From an optimization exercise on the open Yosys and OpenROAD flow, aimed at small area and a short achievable clock period; shortcuts taken in it are not production practice.
RTL that was checked went through simulation tests only; none was proved equivalent to the original.

## v32
==> flow/design.v (excerpt) <==
module simon_for(
    input  [31:0] plaintext,
    input  [63:0] keytext,
    input         clk,
    output reg [31:0] ciphertext
);
Size: ~32 flip-flops, about 32000 sq um of cells after synthesis.
==> module simon_key_for, before the edit <==
module simon_key_for(
    input  [63:0]  keytext,
    output [447:0] key_total    
);
    localparam [61:0] Z = 62'b01100111000011010100100010111110110011100001101010010001011111;
    wire [511:0] k;    
    wire [511:0] m;    
    assign k[63:0] = keytext;
    genvar i, j;
    generate
        for (i = 1; i < 31; i = i + 1) begin : g_m
            for (j = 0; j < 16; j = j + 1) begin : g_b
                simon_xor2 u_m(.a(k[16*i+j]), .b(k[16*i+(j+1)%16]), .y(m[16*i+j]));
            end
        end
        for (i = 0; i < 28; i = i + 1) begin : g_k
            wire [15:0] early;
            for (j = 0; j < 16; j = j + 1) begin : g_b
                if (j >= 2 || (j == 0 && Z[i])) begin : g_inv
                    simon_xnor2 u_e(.a(k[16*i+j]), .b(m[16*(i+1)+j]), .y(early[j]));
                end else begin : g_keep
                    simon_xor2 u_e(.a(k[16*i+j]), .b(m[16*(i+1)+j]), .y(early[j]));
                end
                wire kn;
                simon_xnor2 u_k(.a(early[j]), .b(m[16*(i+3)+(j+3)%16]), .y(kn));
                simon_inv   u_d(.a(kn), .y(k[16*(i+4)+j]));
            end
        end
    endgenerate
    assign key_total = k[511:64];
endmodule
==> module simon_for, before the edit <==
module simon_for(
    input  [31:0] plaintext,
    input  [63:0] keytext,
    input         clk,
    output reg [31:0] ciphertext
);
    wire [447:0] key_total;
    wire [511:0] rk = {key_total, keytext};    
    simon_key_for key_generate(
        .keytext(keytext),
        .key_total(key_total)
    );
    wire [16*33-1:0] x;    
    assign x[15:0] = plaintext[31:16];
    wire [16*33-1:0] y = {x[16*32-1:0], plaintext[15:0]};
    genvar i, j;
    generate
        for (i = 0; i < 32; i = i + 1) begin : g_round
            wire [15:0] yk, w, n, xn;
            for (j = 0; j < 16; j = j + 1) begin : g_b
                simon_xor2  u_yk(.a(y[16*i+j]), .b(rk[16*i + j]), .y(yk[j]));
                simon_xor2  u_w (.a(yk[j]), .b(x[16*i+(j+14)%16]), .y(w[j]));
                simon_nand2 u_n (.a(x[16*i+(j+15)%16]), .b(x[16*i+(j+8)%16]), .y(n[j]));
                simon_xor2  u_x (.a(w[j]), .b(n[j]), .y(xn[j]));
                simon_inv   u_d (.a(xn[j]), .y(x[16*(i+1)+j]));
            end
        end
    endgenerate
    always @(posedge clk)
        ciphertext <= x[16*31 +: 32];
endmodule
export LEC_CHECK = 0
export CAP_MARGIN = 20
export CORE_MARGIN = 2
export CORE_UTILIZATION = 40
export PLACE_DENSITY = 0.6
export SLEW_MARGIN = 20
export SYNTH_HIERARCHICAL = 1
export SYNTH_MINIMUM_KEEP_SIZE = 0
create_clock -name core_clock -period 34.0 [get_ports {clk}]
standard.sh (not shown) runs the stock make flow with config.mk's settings and CLKGATE_MAP_FILE= SYNTH_SCRIPT=/design/flow/synth_recipe.tcl, a recipe that flattens the netlist after the stock synthesis.
==> flow/flow/run.sh <==
#!/bin/bash
# The standard layout with two changes of cell choice, not of the circuit:
#  - after the standard synthesis, every inv_1 becomes an inv_2 (same area, twice the
#    drive; the inverters drive the design's fanout-4 nets);
#  - the port buffers are buf_2 cells instead of the default clkdlybuf4s50_1 delay cell,
#    which is twice the area and slow on the input paths.
set -euo pipefail
here=$(pwd)
bash standard.sh synth > make_synth.log 2>&1
ODB=$here/orfs/results/$FLOW_PLATFORM/simon_for/base/1_synth.odb \
  openroad -no_init -exit flow/swap_inv.tcl > openroad_swap_inv.log 2>&1
bash standard.sh "BUFFER_PORTS_ARGS=-buffer_cell sky130_fd_sc_hd__buf_2" finish > make_finish.log 2>&1
==> flow/flow/swap_inv.tcl <==
# swap every inv_1 for inv_2 (same area, twice the drive)
read_db $::env(ODB)
set db [ord::get_db]
set to [$db findMaster sky130_fd_sc_hd__inv_2]
set n 0
foreach inst [[ord::get_db_block] getInsts] {
  if {[[$inst getMaster] getName] eq "sky130_fd_sc_hd__inv_1"} {
    $inst swapMaster $to
    incr n
  }
}
puts "swapped $n inv_1 to inv_2"
write_db $::env(ODB)
Inputs modified between v32 and v8:
==> flow/design.v <==
module simon_xor2(input a, input b, output y);
    assign y = a ^ b;
endmodule
module simon_xnor2(input a, input b, output y);
    assign y = ~(a ^ b);
endmodule
module simon_nand2(input a, input b, output y);
    assign y = ~(a & b);
endmodule
module simon_inv(input a, output y);
    assign y = ~a;
endmodule
module simon_key_for(
    input  [63:0]  keytext,
    output [447:0] key_total    
);
    localparam [61:0] Z = 62'b01100111000011010100100010111110110011100001101010010001011111;
    localparam [31:0] SKIP = 32'b1001_0010_0100_1001_0000_0000_0000_0000;
    localparam [31:0] NEEDP = (SKIP >> 2) | (SKIP >> 4);
    wire [511:0] k;    
    wire [511:0] m;    
    wire [511:0] p;    
    assign k[63:0] = keytext;
    genvar i, j;
    generate
        for (i = 1; i < 31; i = i + 1) begin : g_m
            for (j = 0; j < 16; j = j + 1) begin : g_b
                simon_xor2 u_m(.a(k[16*i+j]), .b(k[16*i+(j+1)%16]), .y(m[16*i+j]));
            end
        end
        for (i = 0; i < 32; i = i + 1) begin : g_p
            if (NEEDP[i]) begin : g_need
                for (j = 0; j < 16; j = j + 1) begin : g_b
                    simon_xor2 u_p(.a(k[16*i+j]), .b(k[16*i+(j+2)%16]), .y(p[16*i+j]));
                end
            end else begin : g_none
                assign p[16*i +: 16] = 16'd0;    
            end
        end
        for (i = 0; i < 28; i = i + 1) begin : g_k
            wire [15:0] early, kn;
            for (j = 0; j < 16; j = j + 1) begin : g_b
                if (j >= 2 || (j == 0 && Z[i])) begin : g_inv
                    simon_xnor2 u_e(.a(k[16*i+j]), .b(m[16*(i+1)+j]), .y(early[j]));
                end else begin : g_keep
                    simon_xor2 u_e(.a(k[16*i+j]), .b(m[16*(i+1)+j]), .y(early[j]));
                end
                if (SKIP[i+4]) begin : g_skip
                    localparam integer B3 = (j + 3) % 16;
                    localparam integer B4 = (j + 4) % 16;
                    localparam D3 = (B3 >= 2) ? 1'b1 : (B3 == 0) ? Z[i-1] : 1'b0;
                    localparam D4 = (B4 >= 2) ? 1'b1 : (B4 == 0) ? Z[i-1] : 1'b0;
                    wire q, e2;
                    simon_xor2 u_q(.a(m[16*(i-1)+B3]), .b(p[16*i+B3]), .y(q));
                    if (D3 ^ D4) begin : g_inv2
                        simon_xnor2 u_e2(.a(early[j]), .b(q), .y(e2));
                    end else begin : g_keep2
                        simon_xor2  u_e2(.a(early[j]), .b(q), .y(e2));
                    end
                    simon_xnor2 u_k(.a(e2), .b(p[16*(i+2)+(j+6)%16]), .y(kn[j]));
                end else begin : g_step
                    simon_xnor2 u_k(.a(early[j]), .b(m[16*(i+3)+(j+3)%16]), .y(kn[j]));
                end
                simon_inv u_d(.a(kn[j]), .y(k[16*(i+4)+j]));
            end
        end
    endgenerate
    assign key_total = k[511:64];
endmodule
module simon_for(
    input  [31:0] plaintext,
    input  [63:0] keytext,
    input         clk,
    output reg [31:0] ciphertext
);
    wire [447:0] key_total;
    wire [511:0] rk = {key_total, keytext};    
    simon_key_for key_generate(
        .keytext(keytext),
        .key_total(key_total)
    );
    wire [16*33-1:0] x;     
    wire [16*33-1:16] xn;   
    assign x[15:0] = plaintext[31:16];
    wire [16*33-1:0] y = {x[16*32-1:0], plaintext[15:0]};
    genvar i, j;
    generate
        for (i = 0; i < 32; i = i + 1) begin : g_round
            wire [15:0] yk, w, n;
            for (j = 0; j < 16; j = j + 1) begin : g_b
                simon_xor2  u_yk(.a(y[16*i+j]), .b(rk[16*i + j]), .y(yk[j]));
                simon_nand2 u_n (.a(x[16*i+(j+15)%16]), .b(x[16*i+(j+8)%16]), .y(n[j]));
                if (i == 0) begin : g_first
                    simon_xor2  u_w (.a(yk[j]), .b(x[16*i+(j+14)%16]), .y(w[j]));
                    simon_xor2  u_x (.a(w[j]), .b(n[j]), .y(xn[16*(i+1)+j]));
                end else begin : g_next
                    simon_xor2  u_w (.a(yk[j]), .b(xn[16*i+(j+14)%16]), .y(w[j]));
                    simon_xnor2 u_x (.a(w[j]), .b(n[j]), .y(xn[16*(i+1)+j]));
                end
                simon_inv   u_d (.a(xn[16*(i+1)+j]), .y(x[16*(i+1)+j]));
            end
        end
    endgenerate
    always @(posedge clk)
        ciphertext <= x[16*31 +: 32];
endmodule
Results
Area: v8 vs v32 -> v8 larger
Non-clock buffer count up about 0.8% in v8 wrt v32
v32 leaves less setup margin than v8.
Of the two values seen for start point of the critical path, keytext[54] was produced by v32 and keytext[17] by v8.
Met1 layer usage reported by global route (higher): v8
v8 vs. v32: hold slack saw a decrease, fmax saw an increase.
Looking at v32 and v8, the initial cell density of the core is a wash.
Relative to v32, delay of the slowest cell on the worst path increased by 130 ps in v8.
v8 ended with less buffer share of cell area than v32.
Only the layout flow was run in v8; the RTL was not checked for function there.

re-timing with driven ports:
The results above use ideal ports. As a check the final layouts listed here were re-extracted and re-timed, cells and wires unchanged. Step 1 sets driving cells, clkbuf_16 on the clock port and buf_2 on the other inputs (assumed; they add their load-dependent delay and slew). Step 2 adds t to the input delays and takes it off the output delays; t is the mean of the earliest and latest rising clock arrival at the registers after step 1. Input paths then give back, and output paths get back, about the clock's delay inside the block. Three values: no drivers, after step 1, after step 2; two values: the first two.
run | t (ns) | setup slack, ns | worst setup path after step 2
v32 | 0.305 | 9.621 / 9.630 / 9.325 | input to register
v8 | 0.298 | 10.925 / 10.925 / 10.627 | input to register
After both steps every run listed still meets setup and hold. For v8, which loses most, drivers alone change the setup slack by 0.000 ns; drivers and shift together by -0.298 ns.
